Context: an optimization exercise on an open-source flow, tuned for small area and a short achievable clock period. The choices shown serve that exercise and are no tape-out recipe.
Function was checked by simulation only, so behaviour that the tests miss may differ from the original.
Power is estimated from default activity; no workload was simulated.

## flow/design.v (module list and top-level ports; edited modules follow where they fit)
// module neurona_capa_1: 1326 lines
// module nfa: 4 lines
// module nha: 4 lines
// module nx2: 3 lines
// module nmx: 3 lines
// module nmj: 3 lines
// module nxn2: 3 lines
module neurona_capa_1(
    weight_0, weight_1, weight_2, weight_3, weight_4, weight_5, weight_6, weight_7, weight_8, weight_9, weight_10, weight_11, weight_12, weight_13, weight_14, weight_15, weight_16, weight_17, weight_18, weight_19, weight_20, weight_21, weight_22, weight_23, weight_24, weight_25, weight_26, weight_27, weight_28, weight_29, weight_30, weight_31, weight_32, weight_33, weight_34, weight_35, weight_36, weight_37, weight_38, weight_39, weight_40, weight_41, weight_42, weight_43, weight_44, weight_45, weight_46, weight_47, weight_48,
    pixel_0, pixel_1, pixel_2, pixel_3, pixel_4, pixel_5, pixel_6, pixel_7, pixel_8, pixel_9, pixel_10, pixel_11, pixel_12, pixel_13, pixel_14, pixel_15, pixel_16, pixel_17, pixel_18, pixel_19, pixel_20, pixel_21, pixel_22, pixel_23, pixel_24, pixel_25, pixel_26, pixel_27, pixel_28, pixel_29, pixel_30, pixel_31, pixel_32, pixel_33, pixel_34, pixel_35, pixel_36, pixel_37, pixel_38, pixel_39, pixel_40, pixel_41, pixel_42, pixel_43, pixel_44, pixel_45, pixel_46, pixel_47, pixel_48,
    clk, out
);
  // ...
==> flow/flow/run.sh <==
#!/bin/bash
# Own layout flow: the standard flow (standard.sh, unchanged synthesis),
# with two changes: the port buffers buffer_ports inserts are buf_1 cells
# (timing repair resizes them where needed), and the setup repair margin is
# 0 ns for the pre-placement repair in floorplan and 4.7 ns for the
# repairs after clock-tree synthesis and global routing, so that gates are
# upsized from placed timing rather than from the wire-less estimate.
set -euo pipefail
export BUFFER_PORTS_ARGS="-buffer_cell sky130_fd_sc_hd__buf_1"
SETUP_SLACK_MARGIN=0 bash standard.sh synth floorplan > standard_floorplan.log 2>&1
SETUP_SLACK_MARGIN=4.7 bash standard.sh > standard.log 2>&1
==> flow/standard.sh <==
#!/bin/bash
# synth_recipe.tcl (not shown) runs the flow's synth.tcl, then flattens the netlist and writes it again
# the make line also repeats each setting of config.mk as NAME=value (left out here)
make -C /OpenROAD-flow-scripts/flow DESIGN_CONFIG=/design/flow/config.mk WORK_HOME=/design/flow/orfs CLKGATE_MAP_FILE= SYNTH_SCRIPT=/design/flow/synth_recipe.tcl "${@:-finish}"
==> flow/config.mk <==
export PLATFORM = sky130hd
export DESIGN_NAME = neurona_capa_1
export DESIGN_NICKNAME = neurona_capa_1
export VERILOG_FILES = /design/flow/design.v
export SDC_FILE = /design/flow/constraint.sdc
export NUM_CORES = 4
export LEC_CHECK = 0
export CAP_MARGIN = 20
export CORE_MARGIN = 2
export CORE_UTILIZATION = 40
export CTS_BUF_LIST = sky130_fd_sc_hd__clkbuf_4 sky130_fd_sc_hd__clkbuf_8
export SLEW_MARGIN = 20
export SYNTH_HIERARCHICAL = 1
export SYNTH_MINIMUM_KEEP_SIZE = 0
==> flow/constraint.sdc <==
create_clock -name core_clock -period 8.0 [get_ports {clk}]
set_input_delay 1.6000 -clock core_clock [delete_from_list [all_inputs] [get_ports {clk}]]
set_output_delay 1.6000 -clock core_clock [all_outputs]
set_load 0.01 [all_outputs]
==> impl_metrics.tcl, run 1 <==
set metrics [dict create \
    synth_area_leader_cell "fa_1" \
    status "complete, no violations" \
    synth_mux_area_share_pct 0 \
    seqCellArea_um2 2086 \
    max_freq_mhz 305.3 \
    critPathArrivalTime_ns 3.53 \
    grt_usage_pct 29.02 \
    synth-simple-area-share_pct 14.02 \
    clk-insertion-delay-late_ns 0.37 \
    drv_slew 0 \
    syn_nets 1700 \
    synth_compound_area_share_pct 0.5082 \
    final.setup.tns_ns 0 \
    dieArea_um2 27790 \
    total_power_uw 5673 \
    highest_layer "met4" \
    hold_viol_final 0 \
    post-route-period-util_pct 40.94 \
    gp_congestion 1.035 \
    io_buffer_count 449 \
    ys_ff_latch 104 \
    synth_cell_types 12 \
    netlist_top_cells_count "nand2_1 (392), fa_1 (281), dfxtp_1 (104)" \
    min_path_cells 2 \
    post-cts-setup-buffer-count 0 \
    internal_power_uw 3163 \
    grt_pass1_wl_um 56860 \
    vias_per_cell 4.837 \
]
==> run 2, diff against run 1 <==
--- a/flow/design.v
+++ b/flow/design.v
@@ -717,80 +717,80 @@
     wire s563;
     wire c564;
     wire s565;
     wire c566;
     wire s567;
     wire c568;
     wire s569;
     wire c570;
-    wire s571;
-    wire c572;
-    wire h573;
-    wire g574;
-    wire s575;
-    wire c576;
-    wire s577;
-    wire c578;
-    wire s579;
-    wire c580;
-    wire s581;
-    wire c582;
-    wire s583;
-    wire c584;
-    wire s585;
-    wire c586;
-    wire s587;
-    wire c588;
-    wire s589;
-    wire c590;
-    wire s591;
-    wire c592;
-    wire s593;
-    wire c594;
-    wire s595;
-    wire c596;
+    wire fp571;
+    wire s572;
+    wire c573;
+    wire h574;
+    wire g575;
+    wire s576;
+    wire c577;
+    wire s578;
+    wire c579;
+    wire s580;
+    wire c581;
+    wire s582;
+    wire c583;
+    wire s584;
+    wire c585;
+    wire s586;
+    wire c587;
+    wire s588;
+    wire c589;
+    wire s590;
+    wire c591;
+    wire s592;
+    wire c593;
+    wire s594;
+    wire c595;
+    wire fp596;
     wire s597;
     wire c598;
-    wire h599;
-    wire g600;
-    wire s601;
-    wire c602;
-    wire s603;
-    wire c604;
-    wire s605;
-    wire c606;
-    wire s607;
-    wire c608;
-    wire s609;
-    wire c610;
-    wire s611;
-    wire c612;
-    wire s613;
-    wire c614;
-    wire s615;
-    wire c616;
-    wire s617;
-    wire c618;
-    wire s619;
-    wire c620;
-    wire s621;
-    wire c622;
-    wire s623;
-    wire c624;
+    wire fp599;
+    wire s600;
+    wire c601;
+    wire h602;
+    wire g603;
+    wire s604;
+    wire c605;
+    wire s606;
+    wire c607;
+    wire s608;
+    wire c609;
+    wire s610;
+    wire c611;
+    wire s612;
+    wire c613;
+    wire s614;
+    wire c615;
+    wire s616;
+    wire c617;
+    wire s618;
+    wire c619;
+    wire s620;
+    wire c621;
+    wire s622;
+    wire c623;
+    wire fp624;
     wire s625;
     wire c626;
-    wire h627;
-    wire g628;
-    wire s629;
-    wire c630;
+    wire fp627;
+    wire s628;
+    wire c629;
+    wire fp630;
     wire s631;
     wire c632;
-    wire s633;
-    wire c634;
+    wire h633;
+    wire g634;
     wire s635;
     wire c636;
     wire s637;
     wire c638;
     wire s639;
     wire c640;
     wire s641;
     wire c642;
@@ -799,83 +799,93 @@
     wire s645;
     wire c646;
     wire s647;
     wire c648;
     wire s649;
     wire c650;
     wire s651;
     wire c652;
-    wire s653;
-    wire c654;
-    wire h655;
-    wire g656;
-    wire x657;
-    wire x658;
-    wire x659;
-    wire x660;
-    wire x661;
-    wire x662;
-    wire x663;
-    wire x664;
-    wire x665;
-    wire x666;
+    wire fp653;
+    wire s654;
+    wire c655;
+    wire fp656;
+    wire s657;
+    wire c658;
+    wire fp659;
+    wire s660;
+    wire c661;
+    wire fp662;
+    wire s663;
+    wire c664;
+    wire h665;
+    wire g666;
     wire x667;
     wire x668;
     wire x669;
     wire x670;
     wire x671;
     wire x672;
     wire x673;
     wire x674;
     wire x675;
     wire x676;
-    wire h677;
-    wire g678;
-    wire h679;
-    wire g680;
-    wire h681;
-    wire g682;
-    wire h683;
-    wire g684;
-    wire h685;
-    wire g686;
-    wire p687;
-    wire p688;
-    wire p689;
-    wire p690;
-    wire p691;
-    wire p692;
-    wire p693;
-    wire p694;
-    wire p695;
-    wire p696;
+    wire x677;
+    wire x678;
+    wire x679;
+    wire x680;
+    wire x681;
+    wire x682;
+    wire x683;
+    wire x684;
+    wire x685;
+    wire x686;
+    wire h687;
+    wire g688;
+    wire h689;
+    wire g690;
+    wire h691;
+    wire g692;
+    wire h693;
+    wire g694;
+    wire h695;
+    wire g696;
     wire p697;
     wire p698;
     wire p699;
     wire p700;
     wire p701;
-    wire x702;
-    wire x703;
-    wire x704;
-    wire x705;
-    wire h706;
-    wire g707;
-    wire h708;
-    wire g709;
+    wire p702;
+    wire p703;
+    wire p704;
+    wire p705;
+    wire p706;
+    wire p707;
+    wire p708;
+    wire p709;
     wire p710;
     wire p711;
-    wire p712;
-    wire p713;
-    wire p714;
-    wire p715;
-    wire p716;
-    wire x717;
-    wire x718;
-    wire x719;
+    wire x712;
+    wire x713;
+    wire x714;
+    wire x715;
+    wire h716;
+    wire g717;
+    wire h718;
+    wire g719;
+    wire p720;
+    wire p721;
+    wire p722;
+    wire p723;
+    wire p724;
+    wire p725;
+    wire p726;
+    wire x727;
+    wire x728;
+    wire x729;
     nxn2 u_x1 (.a(nb_0[4]), .b(nb_10[4]), .y(x1));
     assign p2 = nb_0[4] | nb_10[4];
     nxn2 u_x3 (.a(nb_0[5]), .b(nb_10[5]), .y(x3));
     assign p4 = nb_0[5] | nb_10[5];
     nfa u_s5 (.a(nb_0[0]), .b(nb_10[0]), .ci(nb_11[0]), .s(s5), .co(c6));
     nfa u_s7 (.a(nb_12[0]), .b(nb_13[0]), .ci(nb_14[0]), .s(s7), .co(c8));
     nfa u_s9 (.a(nb_15[0]), .b(nb_16[0]), .ci(nb_17[0]), .s(s9), .co(c10));
     nfa u_s11 (.a(nb_18[0]), .b(nb_19[0]), .ci(nb_1[0]), .s(s11), .co(c12));
@@ -1194,140 +1204,160 @@
     nfa u_s555 (.a(r1[27]), .b(r1[28]), .ci(r1[29]), .s(s555), .co(c556));
     nfa u_s557 (.a(r1[30]), .b(r1[31]), .ci(r1[32]), .s(s557), .co(c558));
     nfa u_s559 (.a(r1[33]), .b(r1[34]), .ci(r1[35]), .s(s559), .co(c560));
     nfa u_s561 (.a(r1[36]), .b(r1[37]), .ci(r1[38]), .s(s561), .co(c562));
     nfa u_s563 (.a(c538), .b(c540), .ci(c542), .s(s563), .co(c564));
     nfa u_s565 (.a(c544), .b(s553), .ci(s555), .s(s565), .co(c566));
     nfa u_s567 (.a(s557), .b(s559), .ci(s561), .s(s567), .co(c568));
     nfa u_s569 (.a(c546), .b(c548), .ci(s563), .s(s569), .co(c570));
-    nfa u_s571 (.a(s565), .b(s567), .ci(c550), .s(s571), .co(c572));
-    nha u_h573 (.a(g552), .b(s569), .s(h573), .co(g574));
-    nfa u_s575 (.a(r1[39]), .b(r1[40]), .ci(r1[41]), .s(s575), .co(c576));
-    nfa u_s577 (.a(r1[42]), .b(r1[43]), .ci(r1[44]), .s(s577), .co(c578));
-    nfa u_s579 (.a(r1[45]), .b(r1[46]), .ci(r1[47]), .s(s579), .co(c580));
-    nfa u_s581 (.a(r1[48]), .b(r1[49]), .ci(r1[50]), .s(s581), .co(c582));
-    nfa u_s583 (.a(r1[51]), .b(r1[52]), .ci(r1[53]), .s(s583), .co(c584));
-    nfa u_s585 (.a(r1[54]), .b(c554), .ci(c556), .s(s585), .co(c586));
-    nfa u_s587 (.a(c558), .b(c560), .ci(c562), .s(s587), .co(c588));
-    nfa u_s589 (.a(s575), .b(s577), .ci(s579), .s(s589), .co(c590));
-    nfa u_s591 (.a(s581), .b(s583), .ci(c564), .s(s591), .co(c592));
-    nfa u_s593 (.a(c566), .b(c568), .ci(s585), .s(s593), .co(c594));
-    nfa u_s595 (.a(s587), .b(s589), .ci(c570), .s(s595), .co(c596));
-    nfa u_s597 (.a(s591), .b(s593), .ci(c572), .s(s597), .co(c598));
-    nha u_h599 (.a(g574), .b(s595), .s(h599), .co(g600));
-    nfa u_s601 (.a(r1[55]), .b(r1[56]), .ci(r1[57]), .s(s601), .co(c602));
-    nfa u_s603 (.a(r1[58]), .b(r1[59]), .ci(r1[60]), .s(s603), .co(c604));
-    nfa u_s605 (.a(r1[61]), .b(r1[62]), .ci(r1[63]), .s(s605), .co(c606));
-    nfa u_s607 (.a(r1[64]), .b(r1[65]), .ci(r1[66]), .s(s607), .co(c608));
-    nfa u_s609 (.a(r1[67]), .b(r1[68]), .ci(r1[69]), .s(s609), .co(c610));
-    nfa u_s611 (.a(r1[70]), .b(c576), .ci(c578), .s(s611), .co(c612));
-    nfa u_s613 (.a(c580), .b(c582), .ci(c584), .s(s613), .co(c614));
-    nfa u_s615 (.a(s601), .b(s603), .ci(s605), .s(s615), .co(c616));
-    nfa u_s617 (.a(s607), .b(s609), .ci(c586), .s(s617), .co(c618));
-    nfa u_s619 (.a(c588), .b(c590), .ci(s611), .s(s619), .co(c620));
-    nfa u_s621 (.a(s613), .b(s615), .ci(c592), .s(s621), .co(c622));
-    nfa u_s623 (.a(c594), .b(s617), .ci(s619), .s(s623), .co(c624));
-    nfa u_s625 (.a(c596), .b(s621), .ci(s623), .s(s625), .co(c626));
-    nha u_h627 (.a(c598), .b(g600), .s(h627), .co(g628));
-    nfa u_s629 (.a(r1[71]), .b(r1[72]), .ci(r1[73]), .s(s629), .co(c630));
-    nfa u_s631 (.a(r1[74]), .b(r1[75]), .ci(r1[76]), .s(s631), .co(c632));
-    nfa u_s633 (.a(r1[77]), .b(r1[78]), .ci(r1[79]), .s(s633), .co(c634));
-    nfa u_s635 (.a(r1[80]), .b(r1[81]), .ci(r1[82]), .s(s635), .co(c636));
-    nfa u_s637 (.a(r1[83]), .b(r1[84]), .ci(r1[85]), .s(s637), .co(c638));
-    nfa u_s639 (.a(c602), .b(c604), .ci(c606), .s(s639), .co(c640));
-    nfa u_s641 (.a(c608), .b(c610), .ci(s629), .s(s641), .co(c642));
-    nfa u_s643 (.a(s631), .b(s633), .ci(s635), .s(s643), .co(c644));
-    nfa u_s645 (.a(s637), .b(c612), .ci(c614), .s(s645), .co(c646));
-    nfa u_s647 (.a(c616), .b(s639), .ci(s641), .s(s647), .co(c648));
-    nfa u_s649 (.a(s643), .b(c618), .ci(c620), .s(s649), .co(c650));
-    nfa u_s651 (.a(s645), .b(s647), .ci(c622), .s(s651), .co(c652));
-    nfa u_s653 (.a(c624), .b(s649), .ci(s651), .s(s653), .co(c654));
-    nha u_h655 (.a(g628), .b(c626), .s(h655), .co(g656));
-    nx2 u_x657 (.a(r1[86]), .b(r1[87]), .y(x657));
-    nx2 u_x658 (.a(r1[88]), .b(r1[89]), .y(x658));
-    nx2 u_x659 (.a(r1[90]), .b(r1[91]), .y(x659));
-    nx2 u_x660 (.a(r1[92]), .b(x657), .y(x660));
-    nx2 u_x661 (.a(x658), .b(x659), .y(x661));
-    nx2 u_x662 (.a(x660), .b(x661), .y(x662));
-    nx2 u_x663 (.a(c630), .b(c632), .y(x663));
-    nx2 u_x664 (.a(c634), .b(c636), .y(x664));
-    nx2 u_x665 (.a(c638), .b(x662), .y(x665));
-    nx2 u_x666 (.a(x663), .b(x664), .y(x666));
-    nx2 u_x667 (.a(x665), .b(x666), .y(x667));
-    nx2 u_x668 (.a(c640), .b(c642), .y(x668));
-    nx2 u_x669 (.a(c644), .b(x667), .y(x669));
-    nx2 u_x670 (.a(x668), .b(x669), .y(x670));
-    nx2 u_x671 (.a(c646), .b(c648), .y(x671));
+    nx2 u_fp571 (.a(s565), .b(s567), .y(fp571));
+    nx2 u_s572 (.a(fp571), .b(c550), .y(s572));
+    nmj u_c573 (.a(s565), .b(s567), .c(c550), .y(c573));
+    nha u_h574 (.a(g552), .b(s572), .s(h574), .co(g575));
+    nfa u_s576 (.a(r1[39]), .b(r1[40]), .ci(r1[41]), .s(s576), .co(c577));
+    nfa u_s578 (.a(r1[42]), .b(r1[43]), .ci(r1[44]), .s(s578), .co(c579));
+    nfa u_s580 (.a(r1[45]), .b(r1[46]), .ci(r1[47]), .s(s580), .co(c581));
+    nfa u_s582 (.a(r1[48]), .b(r1[49]), .ci(r1[50]), .s(s582), .co(c583));
+    nfa u_s584 (.a(r1[51]), .b(r1[52]), .ci(r1[53]), .s(s584), .co(c585));
+    nfa u_s586 (.a(r1[54]), .b(c554), .ci(c556), .s(s586), .co(c587));
+    nfa u_s588 (.a(c558), .b(c560), .ci(c562), .s(s588), .co(c589));
+    nfa u_s590 (.a(s576), .b(s578), .ci(s580), .s(s590), .co(c591));
+    nfa u_s592 (.a(s582), .b(s584), .ci(c564), .s(s592), .co(c593));
+    nfa u_s594 (.a(c566), .b(c568), .ci(s586), .s(s594), .co(c595));
+    nx2 u_fp596 (.a(s588), .b(s590), .y(fp596));
+    nx2 u_s597 (.a(fp596), .b(c570), .y(s597));
+    nmx u_c598 (.s(fp596), .a(s588), .b(c570), .y(c598));
+    nx2 u_fp599 (.a(s592), .b(s594), .y(fp599));
+    nx2 u_s600 (.a(fp599), .b(c573), .y(s600));
+    nmj u_c601 (.a(s592), .b(s594), .c(c573), .y(c601));
+    nha u_h602 (.a(g575), .b(s597), .s(h602), .co(g603));
+    nfa u_s604 (.a(r1[55]), .b(r1[56]), .ci(r1[57]), .s(s604), .co(c605));
+    nfa u_s606 (.a(r1[58]), .b(r1[59]), .ci(r1[60]), .s(s606), .co(c607));
+    nfa u_s608 (.a(r1[61]), .b(r1[62]), .ci(r1[63]), .s(s608), .co(c609));
+    nfa u_s610 (.a(r1[64]), .b(r1[65]), .ci(r1[66]), .s(s610), .co(c611));
+    nfa u_s612 (.a(r1[67]), .b(r1[68]), .ci(r1[69]), .s(s612), .co(c613));
+    nfa u_s614 (.a(r1[70]), .b(c577), .ci(c579), .s(s614), .co(c615));
+    nfa u_s616 (.a(c581), .b(c583), .ci(c585), .s(s616), .co(c617));
+    nfa u_s618 (.a(s604), .b(s606), .ci(s608), .s(s618), .co(c619));
+    nfa u_s620 (.a(s610), .b(s612), .ci(c587), .s(s620), .co(c621));
+    nfa u_s622 (.a(c589), .b(c591), .ci(s614), .s(s622), .co(c623));
+    nx2 u_fp624 (.a(s616), .b(s618), .y(fp624));
+    nx2 u_s625 (.a(fp624), .b(c593), .y(s625));
+    nmx u_c626 (.s(fp624), .a(s616), .b(c593), .y(c626));
+    nx2 u_fp627 (.a(c595), .b(s620), .y(fp627));
+    nx2 u_s628 (.a(fp627), .b(s622), .y(s628));
+    nmj u_c629 (.a(c595), .b(s620), .c(s622), .y(c629));
+    nx2 u_fp630 (.a(s625), .b(c598), .y(fp630));
+    nx2 u_s631 (.a(fp630), .b(g603), .y(s631));
+    nmj u_c632 (.a(s625), .b(c598), .c(g603), .y(c632));
+    nha u_h633 (.a(s628), .b(c601), .s(h633), .co(g634));
+    nfa u_s635 (.a(r1[71]), .b(r1[72]), .ci(r1[73]), .s(s635), .co(c636));
+    nfa u_s637 (.a(r1[74]), .b(r1[75]), .ci(r1[76]), .s(s637), .co(c638));
+    nfa u_s639 (.a(r1[77]), .b(r1[78]), .ci(r1[79]), .s(s639), .co(c640));
+    nfa u_s641 (.a(r1[80]), .b(r1[81]), .ci(r1[82]), .s(s641), .co(c642));
+    nfa u_s643 (.a(r1[83]), .b(r1[84]), .ci(r1[85]), .s(s643), .co(c644));
+    nfa u_s645 (.a(c605), .b(c607), .ci(c609), .s(s645), .co(c646));
+    nfa u_s647 (.a(c611), .b(c613), .ci(s635), .s(s647), .co(c648));
+    nfa u_s649 (.a(s637), .b(s639), .ci(s641), .s(s649), .co(c650));
+    nfa u_s651 (.a(s643), .b(c615), .ci(c617), .s(s651), .co(c652));
+    nx2 u_fp653 (.a(c619), .b(s645), .y(fp653));
+    nx2 u_s654 (.a(fp653), .b(s647), .y(s654));
+    nmj u_c655 (.a(c619), .b(s645), .c(s647), .y(c655));
+    nx2 u_fp656 (.a(s649), .b(s654), .y(fp656));
+    nx2 u_s657 (.a(fp656), .b(c621), .y(s657));
+    nmj u_c658 (.a(s649), .b(s654), .c(c621), .y(c658));
+    nx2 u_fp659 (.a(c623), .b(s651), .y(fp659));
+    nx2 u_s660 (.a(fp659), .b(c626), .y(s660));
+    nmx u_c661 (.s(fp659), .a(c623), .b(c626), .y(c661));
+    nx2 u_fp662 (.a(s657), .b(c629), .y(fp662));
+    nx2 u_s663 (.a(fp662), .b(s660), .y(s663));
+    nmj u_c664 (.a(s657), .b(c629), .c(s660), .y(c664));
+    nha u_h665 (.a(g634), .b(c632), .s(h665), .co(g666));
+    nx2 u_x667 (.a(r1[86]), .b(r1[87]), .y(x667));
+    nx2 u_x668 (.a(r1[88]), .b(r1[89]), .y(x668));
+    nx2 u_x669 (.a(r1[90]), .b(r1[91]), .y(x669));
+    nx2 u_x670 (.a(r1[92]), .b(x667), .y(x670));
+    nx2 u_x671 (.a(x668), .b(x669), .y(x671));
     nx2 u_x672 (.a(x670), .b(x671), .y(x672));
-    nx2 u_x673 (.a(c650), .b(x672), .y(x673));
-    nx2 u_x674 (.a(x673), .b(c652), .y(x674));
-    nx2 u_x675 (.a(x674), .b(g656), .y(x675));
-    nx2 u_x676 (.a(c654), .b(x675), .y(x676));
-    nha u_h677 (.a(r1[2]), .b(h527), .s(h677), .co(g678));
-    nha u_h679 (.a(s533), .b(h535), .s(h679), .co(g680));
-    nha u_h681 (.a(s549), .b(h551), .s(h681), .co(g682));
-    nha u_h683 (.a(s571), .b(h573), .s(h683), .co(g684));
-    nha u_h685 (.a(s597), .b(h599), .s(h685), .co(g686));
-    assign p687 = g680 | (h679 & g678);
-    assign p688 = h679 & h677;
-    assign p689 = g682 | (h681 & g680);
-    assign p690 = h681 & h679;
-    assign p691 = g684 | (h683 & g682);
-    assign p692 = h683 & h681;
-    assign p693 = g686 | (h685 & g684);
-    assign p694 = h685 & h683;
-    assign p695 = p689 | (p690 & g678);
-    assign p696 = p691 | (p692 & p687);
-    assign p697 = p692 & p688;
-    assign p698 = p693 | (p694 & p689);
-    assign p699 = p694 & p690;
-    assign p700 = p698 | (p699 & g678);
-    assign p701 = ~h677;
-    nxn2 u_x702 (.a(h679), .b(g678), .y(x702));
-    nxn2 u_x703 (.a(h681), .b(p687), .y(x703));
-    nxn2 u_x704 (.a(h683), .b(p695), .y(x704));
-    nxn2 u_x705 (.a(h685), .b(p696), .y(x705));
-    reg r2_h627;
-    reg r2_s625;
-    reg r2_h655;
-    reg r2_s653;
-    reg r2_p700;
-    reg r2_x676;
-    reg r2_p701;
-    reg r2_x702;
-    reg r2_x703;
-    reg r2_x704;
-    reg r2_x705;
+    nx2 u_x673 (.a(c636), .b(c638), .y(x673));
+    nx2 u_x674 (.a(c640), .b(c642), .y(x674));
+    nx2 u_x675 (.a(c644), .b(x672), .y(x675));
+    nx2 u_x676 (.a(x673), .b(x674), .y(x676));
+    nx2 u_x677 (.a(x675), .b(x676), .y(x677));
+    nx2 u_x678 (.a(c646), .b(c648), .y(x678));
+    nx2 u_x679 (.a(c650), .b(x677), .y(x679));
+    nx2 u_x680 (.a(x678), .b(x679), .y(x680));
+    nx2 u_x681 (.a(c652), .b(c655), .y(x681));
+    nx2 u_x682 (.a(x680), .b(x681), .y(x682));
+    nx2 u_x683 (.a(c658), .b(x682), .y(x683));
+    nx2 u_x684 (.a(x683), .b(c661), .y(x684));
+    nx2 u_x685 (.a(x684), .b(c664), .y(x685));
+    nx2 u_x686 (.a(g666), .b(x685), .y(x686));
+    nha u_h687 (.a(r1[2]), .b(h527), .s(h687), .co(g688));
+    nha u_h689 (.a(s533), .b(h535), .s(h689), .co(g690));
+    nha u_h691 (.a(s549), .b(h551), .s(h691), .co(g692));
+    nha u_h693 (.a(s569), .b(h574), .s(h693), .co(g694));
+    nha u_h695 (.a(h602), .b(s600), .s(h695), .co(g696));
+    assign p697 = g690 | (h689 & g688);
+    assign p698 = h689 & h687;
+    assign p699 = g692 | (h691 & g690);
+    assign p700 = h691 & h689;
+    assign p701 = g694 | (h693 & g692);
+    assign p702 = h693 & h691;
+    assign p703 = g696 | (h695 & g694);
+    assign p704 = h695 & h693;
+    assign p705 = p699 | (p700 & g688);
+    assign p706 = p701 | (p702 & p697);
+    assign p707 = p702 & p698;
+    assign p708 = p703 | (p704 & p699);
+    assign p709 = p704 & p700;
+    assign p710 = p708 | (p709 & g688);
+    assign p711 = ~h687;
+    nxn2 u_x712 (.a(h689), .b(g688), .y(x712));
+    nxn2 u_x713 (.a(h691), .b(p697), .y(x713));
+    nxn2 u_x714 (.a(h693), .b(p705), .y(x714));
+    nxn2 u_x715 (.a(h695), .b(p706), .y(x715));
+    nha u_h716 (.a(s631), .b(h633), .s(h716), .co(g717));
+    nha u_h718 (.a(s663), .b(h665), .s(h718), .co(g719));
+    reg r2_g717;
+    reg r2_h716;
+    reg r2_p710;
+    reg r2_g719;
+    reg r2_h718;
+    reg r2_x686;
+    reg r2_p711;
+    reg r2_x712;
+    reg r2_x713;
+    reg r2_x714;
+    reg r2_x715;
     always @(posedge clk) begin
-        r2_h627 <= h627;
-        r2_s625 <= s625;
-        r2_h655 <= h655;
-        r2_s653 <= s653;
-        r2_p700 <= p700;
-        r2_x676 <= x676;
-        r2_p701 <= p701;
-        r2_x702 <= x702;
-        r2_x703 <= x703;
-        r2_x704 <= x704;
-        r2_x705 <= x705;
+        r2_g717 <= g717;
+        r2_h716 <= h716;
+        r2_p710 <= p710;
+        r2_g719 <= g719;
+        r2_h718 <= h718;
+        r2_x686 <= x686;
+        r2_p711 <= p711;
+        r2_x712 <= x712;
+        r2_x713 <= x713;
+        r2_x714 <= x714;
+        r2_x715 <= x715;
     end
-    nha u_h706 (.a(r2_h627), .b(r2_s625), .s(h706), .co(g707));
-    nha u_h708 (.a(r2_h655), .b(r2_s653), .s(h708), .co(g709));
-    assign p710 = g707 | (h706 & r2_p700);
-    assign p711 = g709 | (h708 & g707);
-    assign p712 = h708 & h706;
-    assign p713 = r2_x676 & g709;
-    assign p714 = r2_x676 & h708;
-    assign p715 = p711 | (p712 & r2_p700);
-    assign p716 = p713 | (p714 & p710);
-    nxn2 u_x717 (.a(h706), .b(r2_p700), .y(x717));
-    nxn2 u_x718 (.a(h708), .b(p710), .y(x718));
-    nxn2 u_x719 (.a(r2_x676), .b(p715), .y(x719));
-    assign out = {x719, x718, x717, r2_x705, r2_x704, r2_x703, r2_x702, r2_p701};
+    assign p720 = r2_g717 | (r2_h716 & r2_p710);
+    assign p721 = r2_g719 | (r2_h718 & r2_g717);
+    assign p722 = r2_h718 & r2_h716;
+    assign p723 = r2_x686 & r2_g719;
+    assign p724 = r2_x686 & r2_h718;
+    assign p725 = p721 | (p722 & r2_p710);
+    assign p726 = p723 | (p724 & p720);
+    nxn2 u_x727 (.a(r2_h716), .b(r2_p710), .y(x727));
+    nxn2 u_x728 (.a(r2_h718), .b(p720), .y(x728));
+    nxn2 u_x729 (.a(r2_x686), .b(p725), .y(x729));
+    assign out = {x729, x728, x727, r2_x715, r2_x714, r2_x713, r2_x712, r2_p711};
 endmodule
 module nfa(input wire a, input wire b, input wire ci, output wire s, output wire co);
     assign s = a ^ b ^ ci;
     assign co = (a & b) | (a & ci) | (b & ci);
 endmodule
 module nha(input wire a, input wire b, output wire s, output wire co);
     assign s = a ^ b;
     assign co = a & b;
==> flow/flow/run.sh (replaced) <==
#!/bin/bash
# Own layout flow: the standard flow (standard.sh, unchanged synthesis),
# except that the port buffers buffer_ports inserts are buf_1 cells rather
# than the default it picks; timing repair resizes them where needed.
set -euo pipefail
export BUFFER_PORTS_ARGS="-buffer_cell sky130_fd_sc_hd__buf_1"
bash standard.sh > standard.log 2>&1
==> flow/config.mk (replaced) <==
export PLATFORM = sky130hd
export DESIGN_NAME = neurona_capa_1
export DESIGN_NICKNAME = neurona_capa_1
export VERILOG_FILES = /design/flow/design.v
export SDC_FILE = /design/flow/constraint.sdc
export NUM_CORES = 4
export LEC_CHECK = 0
export CAP_MARGIN = 20
export CORE_MARGIN = 2
export CORE_UTILIZATION = 41
export CTS_BUF_LIST = sky130_fd_sc_hd__clkbuf_4 sky130_fd_sc_hd__clkbuf_8
export SETUP_SLACK_MARGIN = 4.7
export SLEW_MARGIN = 20
export SYNTH_HIERARCHICAL = 1
export SYNTH_MINIMUM_KEEP_SIZE = 0
==> run 2 against run 1 <==
Via count increased by 3.3%. Utilization increased by 1.6 points. Flip-flop and latch count unchanged. Power increased by 11%. Critical endpoint is now r1[89].
==> impl_metrics.tcl, run 2 <==
set metrics [dict create \
    netlist_instances 983 \
    slew_headroom_pct 58.89 \
    critPathTopFamily "adder cells" \
    mostFrequentLayoutCells "buf_1 (401), nand2_1 (349), fa_1 (235)" \
    synth_area_leaders "fa_1 (51%), dfxtp_1 (19%), nand2_1 (14%)" \
    hold_viol_final 0 \
    cp-start-kind "input pin" \
    via_count 8544 \
    rr_worst_depth 8 \
    post-cts-setup-buffer-count 0 \
    cts_buffers 9 \
    place_area_um2 12810 \
    io_buffer_count 449 \
    status "complete, no violations" \
    cts_tree "yes" \
    syn_nets 1710 \
    critPathMaxFanout 8 \
    drv_slew 0 \
    critPathArrivalTime_ns 3.58 \
    final.setup.tns_ns 0 \
    grt_pass1_vias 9527 \
    vias_per_cell 4.942 \
    hold_path_class "register to register" \
    critPathRequiredTime_ns 8.27 \
    grt_antenna_before_repair 3 \
    timing.critical_path.buf_inv 1 \
    clk-insertion-delay-late_ns 0.37 \
    die_h_um 165.4 \
    max_freq_mhz 302.3 \
    gr-total-overflow 0 \
    synth-seq-area-share_pct 19.48 \
    largest_reg_flops 93 \
    ir_drop_v 0.001251 \
    rsz0062_at_grt "true" \
    cts_sinks 104 \
    grt_usage_pct 29.24 \
    setup_viol 0 \
    post_drt_wl_per_cell_um 22.67 \
    final_common_cell "buf_1" \
    worst_pin_slew_ns 0.6166 \
    crit_chain "clkbuf_4, nand2_2, fa_1, fa_1, xor2_2, xor2_1, xor2_1" \
    cp_slowest_cell "fa_1" \
    synth_edf_count 0 \
    area_delta_synth_final_pct 23.33 \
    netlist_top_cells_count "nand2_1 (392), fa_1 (271), xor2_1 (116)" \
    critical_path.max_stage_delay_ns 0.50 \
    crit_type "input pin to register" \
    cp-end-kind "register" \
    min_period_ns 3.308 \
    dieArea_um2 27370 \
    drive_above_1_share_pct 11.21 \
    post-route-period-util_pct 41.35 \
    gp_congestion 0.9380 \
    fin_skew_ns 0.007065 \
    total_power_uw 6273 \
    final_area_um2 13180 \
    min_path_cells 2 \
    die_x_um 165.4 \
    routed_wl_um 39210 \
    core_region_area_um2 25840 \
    cts-hold-fix-buffers 0 \
    grt_max_degree 18 \
    drt_iter0_drc 450 \
    ctsHtreeMaxLevel 3 \
    regMostFlops "r1" \
    synth_warnings 7 \
    cts_root_buf "clkbuf_8" \
    start_util_pct 41.36 \
    boundaryPins 450 \
    path_depth 7 \
    grt_pass1_wl_um 55080 \
    netlist.area_leader.share_pct 50.77 \
    clk_pin_slew_ns 0.10 \
    synth_area_leader_cell "fa_1" \
    clk_path_buf_depth 2 \
    synth_area_um2 10690 \
    nets 2113 \
    synthArstFlopShare_pct 0 \
    ys_ff_latch 104 \
    yosysMostFrequentCell "nand2_1" \
    rows 59 \
    power_density_nw_per_um2 475.9 \
    drc 0 \
    dp_hpwl_um 35330 \
    ant_nets 0 \
    synth_cell_types 14 \
    synth_area_per_cell_um2 10.87 \
    cap_violations 0 \
    synth_flop_cell "dfxtp_1" \
    first_pass_iters 5 \
    power.leakage_uw 0.004764 \
]
[run 2: cell types whose count changed after synthesis]
cell and delta:
xor2_1 +20, mux2_4 +3, maj3_2 +7, fa_1 -10
[run 2: Yosys stat by module, one instance, submodules excluded]
module | flops+latches | cell area [µm²] | copies in the design
nmx | 0 | 15.01 | 3
nxn2 | 0 | 8.758 | 9
nmj | 0 | 11.26 | 7
nx2 | 0 | 8.758 | 116
nfa | 0 | 20.02 | 271
nha | 0 | 12.51 | 14
neurona_capa_1 | 104 | 3867 | 1
[run 2: routing by layer]
layer | vias to the layer above | routed length (µm) | share of wire (%) | GRT usage, %
met5 | - | 0 | 0 | 0
met4 | 0 | 1168 | 3.0 | 8.582
met3 | 60 | 2567 | 6.5 | 4.770
met2 | 367 | 21590 | 55 | 55.32
met1 | 4374 | 13880 | 35 | 33.84
li1 | 3743 | - | - | -
[run 2: cells by family after synthesis]
group           Yosys count  share of synthesized area, %
simple gates            394                         13.89
mux                       3                        0.4215
xor+xnor                125                         10.24
flops                   104                         19.48
fa+ha+maj               292                         53.14
buf+inv                  58                         2.318
compound gates            7                        0.5034
[run 2: repair_timing]
| action | CTS | global route |
|---|---|---|
| pin swaps | 0 | 2 |
| endpoints found under the setup margin | 83 | 10 |
| gates resized for setup | 69 | 19 |
[run 2: where the power goes]
part / internal (µW) / switching, µW / total, µW
clock network: 176 / 183 / 360
logic: 2360 / 2560 / 4920
registers: 857 / 137 / 994
[run 2: tightest hold or removal path, stage by stage (launching register included)]
cell     delay [ns]
dfxtp_1        0.32
ha_1           0.12
inv_1          0.03
[run 2: layout make-up]
cell class / instances / area, µm²
repair buffers: 449 / 1803
multi-input cells: 821 / 8647
diodes: 3 / 7.507
clock inverters: 7 / 93.84
flip-flops and latches: 104 / 2082
inverters: 1 / 3.754
fillers: 2512 / 12660
clock buffers: 9 / 123.9
well taps: 335 / 419.2
[run 2: final timing paths]
path / from / endpoint / slack (ns)
worst max register to register: r1[11] / r2_h718 / 4.86
worst min register to register: r1[2] / r2_p711 / 0.50
worst min-delay path: r1[2] / r2_p711 / 0.50
worst max-delay path: pixel_11 / r1[89] / 4.69
[run 2: metrics by stage]
stage                     utilization, %  instances  hold WS [ns]  worst slack (ns)
after floorplan                        -        983        0.4827             4.632
after global placement             49.58       1710        0.5007             3.749
after detailed placement           49.58       1710        0.4923             3.706
after CTS                          50.74       1726        0.5087             4.615
after global routing               51.01       1729        0.5354             4.695
final                              51.01       1729        0.5027             4.692
==> run 3, diff against run 2 <==
==> flow/flow/run.sh (replaced) <==
#!/bin/bash
# Own layout flow: the standard flow (standard.sh, unchanged synthesis),
# with two changes: the port buffers buffer_ports inserts are buf_1 cells
# (timing repair resizes them where needed), and the setup repair margin is
# 0 ns for the pre-placement repair in floorplan and 4.7 ns for the
# repairs after clock-tree synthesis and global routing, so that gates are
# upsized from placed timing rather than from the wire-less estimate.
set -euo pipefail
export BUFFER_PORTS_ARGS="-buffer_cell sky130_fd_sc_hd__buf_1"
SETUP_SLACK_MARGIN=0 bash standard.sh synth floorplan > standard_floorplan.log 2>&1
SETUP_SLACK_MARGIN=4.7 bash standard.sh > standard.log 2>&1
--- a/flow/config.mk
+++ b/flow/config.mk
@@ -9,7 +9,6 @@
 export CORE_MARGIN = 2
 export CORE_UTILIZATION = 41
 export CTS_BUF_LIST = sky130_fd_sc_hd__clkbuf_4 sky130_fd_sc_hd__clkbuf_8
-export SETUP_SLACK_MARGIN = 4.7
 export SLEW_MARGIN = 20
 export SYNTH_HIERARCHICAL = 1
 export SYNTH_MINIMUM_KEEP_SIZE = 0
==> run 3 against run 2 <==
Wire length rose by 2.9%. Critical path type unchanged. Cell count barely moved. Cell area fell by 2.4%. Clock-buffer cell count did not move. Critical endpoint is now r1[85]. Flip-flop and latch count did not move. Non-clock buffer count did not move. Critical path depth fell by 2. Area after synthesis did not move. Combinational power fell by 2%. Still clean on timing, DRC and antenna.
==> impl_metrics.tcl, run 3 <==
set metrics [dict create \
    pre_cts_ws_ns 3.905 \
    synth-seq-area-share_pct 19.48 \
    synth_cell_types 14 \
    place_area_um2 12550 \
    r2r_start "r1[55]" \
    routed_wl_um 40340 \
    drc 0 \
    clk_pin_slew_ns 0.11 \
    ir_drop_v 0.001512 \
    min_period_ns 3.263 \
    grt_pass1_wl_um 56930 \
    netlist_top_cells_count "nand2_1 (392), fa_1 (271), xor2_1 (116)" \
    seqCellArea_um2 2082 \
    hold_viol_final 0 \
    clk-insertion-delay-late_ns 0.38 \
    via_count 8449 \
    crit_end "r1[85]" \
    cp_slowest_cell "fa_1" \
    timing.critical_path.buf_inv 1 \
    vias_per_cell 4.889 \
    nets 2113 \
    syn_nets 1710 \
    core_region_area_um2 25840 \
    critical_path.max_stage_delay_ns 0.54 \
    max_freq_mhz 306.5 \
    synth_area_leaders "fa_1 (51%), dfxtp_1 (19%), nand2_1 (14%)" \
    multi_input_area_um2 8362 \
    die_h_um 165.4 \
    final.setup.tns_ns 0 \
    final_common_cell "buf_1" \
    clk_path_buf_depth 2 \
    crit_start "pixel_21" \
    grt_usage_pct 30.45 \
    largest_reg_flops 93 \
    drive_above_1_share_pct 5.464 \
    rr_worst_depth 9 \
    synth_area_leader_cell "fa_1" \
    gp_congestion 1.024 \
    synthArstFlopShare_pct 0 \
    r2r-end "r2_h718" \
    post_drt_wl_per_cell_um 23.34 \
    status "complete, no violations" \
    synth_flop_cell "dfxtp_1" \
    hold_path_class "register to register" \
    n_fill_cell 2512 \
    die_x_um 165.4 \
    cap_violations 0 \
    final_cell_count_no_fill 1728 \
    r2r_slack_ns 4.84 \
    crit_type "input pin to register" \
    holdWs_ns 0.5278 \
    area_delta_synth_final_pct 20.43 \
    synth_warnings 7 \
    worst_pin_slew_ns 0.7908 \
    boundaryPins 450 \
    final_area_um2 12870 \
    synth_edf_count 0 \
    power.leakage_uw 0.004668 \
    fin_skew_ns 0.01466 \
    cts_buffers 9 \
    power_density_nw_per_um2 476.6 \
    cts_tree "yes" \
    path_depth 5 \
    netlist.area_leader.share_pct 50.77 \
    first_pass_iters 5 \
    drv_slew 0 \
    rsz0062_at_grt "true" \
    synth_area_per_cell_um2 10.87 \
    grt_max_degree 19 \
    slew_headroom_pct 47.28 \
    critPathTopFamily "adder cells" \
    drt_iter0_drc 507 \
    worst_slack_ns 4.737 \
    rows 59 \
    critPathMaxFanout 8 \
    cp-start-kind "input pin" \
    cts_root_buf "clkbuf_8" \
    post-route-period-util_pct 40.78 \
    regMostFlops "r1" \
    cp-end-kind "register" \
    gr-total-overflow 0 \
    setup_viol 0 \
    grt_pass1_vias 9395 \
    critPathArrivalTime_ns 3.52 \
    ctsHtreeMaxLevel 3 \
    synth_area_um2 10690 \
    yosysMostFrequentCell "nand2_1" \
    dp_hpwl_um 36840 \
    ant_nets 0 \
    start_util_pct 41.36 \
    critPathMostFrequentCell "fa_1" \
    ys_ff_latch 104 \
    cts_sinks 104 \
    netlist_instances 983 \
    critPathRequiredTime_ns 8.26 \
    grt_antenna_before_repair 3 \
    dieArea_um2 27370 \
    mostFrequentLayoutCells "buf_1 (401), nand2_1 (392), fa_1 (269)" \
    place_inst 1710 \
    io_buffer_count 449 \
    crit_chain "buf_2, nand2_1, fa_1, fa_1, fa_1" \
]
==> run 3: logic make-up (layout without fill, tap and decap cells) <==
kind of cell	after synthesis	in the layout	share of synthesized area (%)
AO/OA/AOI/OAI	7	7	0.5034
XOR/XNOR	125	125	10.24
adder cells (fa/ha/maj)	292	292	53.14
buffers and inverters	58	466	2.318
flip-flops	104	104	19.48
multiplexers	3	3	0.4215
other	0	2	0
AND/OR/NAND/NOR	394	394	13.89
==> run 3: cell type report <==
class | instances | share of cell area [%]
flip-flops and latches | 104 | 16.18
inverters | 1 | 0.02917
diodes | 2 | 0.03889
multi-input cells | 821 | 64.97
well taps | 335 | 3.257
clock inverters | 7 | 0.4180
clock buffers | 9 | 0.9625
repair buffers | 449 | 14.15
==> run 3: worst min-delay path by stage <==
| stage | depth (start not counted) | startpoint | end | slack [ns] |
|---|---|---|---|---|
| after floorplan | 2 | r1[2] | r2_p711 | 0.48 |
| after global placement | 2 | r1[2] | r2_p711 | 0.50 |
| after detailed placement | 2 | r1[2] | r2_p711 | 0.52 |
| after CTS | 2 | r1[2] | r2_p711 | 0.53 |
| after global routing | 2 | r1[2] | r2_p711 | 0.55 |
| final | 2 | r1[2] | r2_p711 | 0.53 |
==> run 3: through the flow <==
stage	total power, µW	utilization (%)
floorplan	4813	-
global placement	5785	48.56
detailed placement	5855	48.56
CTS	6205	49.53
global route	6800	49.81
finish	6133	49.81
==> run 3: tightest hold or removal path, stage by stage (launching register included) <==
cell	delay (ns)
dfxtp_1	0.34
ha_1	0.13
inv_1	0.03
==> run 3: what timing repair did <==
action                                 4_1_cts  5_1_grt
resized for setup                           52       28
setup endpoints to repair                   82       16
pin swaps                                    0        2
hold buffers                                 0        0
buffers inserted                             0        0
endpoints found under the hold margin        0        0
==> run 3: power by group <==
part           leakage (µW)  internal [µW]  total [µW]  switching, µW
logic               0.00371           2360        4840           2480
clock network     0.0000827            116         309            193
registers          0.000873            858         988            129
==> run 3: modules after synthesis (local to each module, per instance) <==
module / cells / flip-flops and latches
neurona_capa_1: 563 / 104
nmx: 1 / 0
nha: 1 / 0
nx2: 1 / 0
nxn2: 1 / 0
nfa: 1 / 0
nmj: 1 / 0
==> run 3: metal layers <==
layer  wire length, µm  track usage [%]  vias up
li1                  -                -     3744
met1             14790            36.34     4291
met2             21700            55.75      343
met3              2566            5.544       69
met4              1270            9.208        2
met5                11                0        -

[afterwards: timing with drivers on the ports]
In the flow no input, the clock included, has a driving cell. The finished layouts below were timed again as built, in two steps. Step 1 assumes that a clkbuf_16 drives the clock port and a buf_2 every other input. Step 2 also shifts input and output timing later by t, the mid clock arrival at the registers, as if the neighbouring blocks saw the same clock. a / b / c = no drivers / after step 1 / after step 2; a / b = the first two.
run | t, ns | slack for setup (ns) | latest minus earliest clock arrival (ns) | worst data-port slew with drivers (ns)
run 1 | 0.407 | 4.725 / 4.736 / 4.329 | 0.012 / 0.013 | 0.12
run 2 | 0.408 | 4.692 / 4.704 / 4.296 | 0.008 / 0.008 | 0.12
run 3 | 0.410 | 4.737 / 4.752 / 4.342 | 0.015 / 0.014 | 0.12
After both steps every run listed still meets setup and hold.
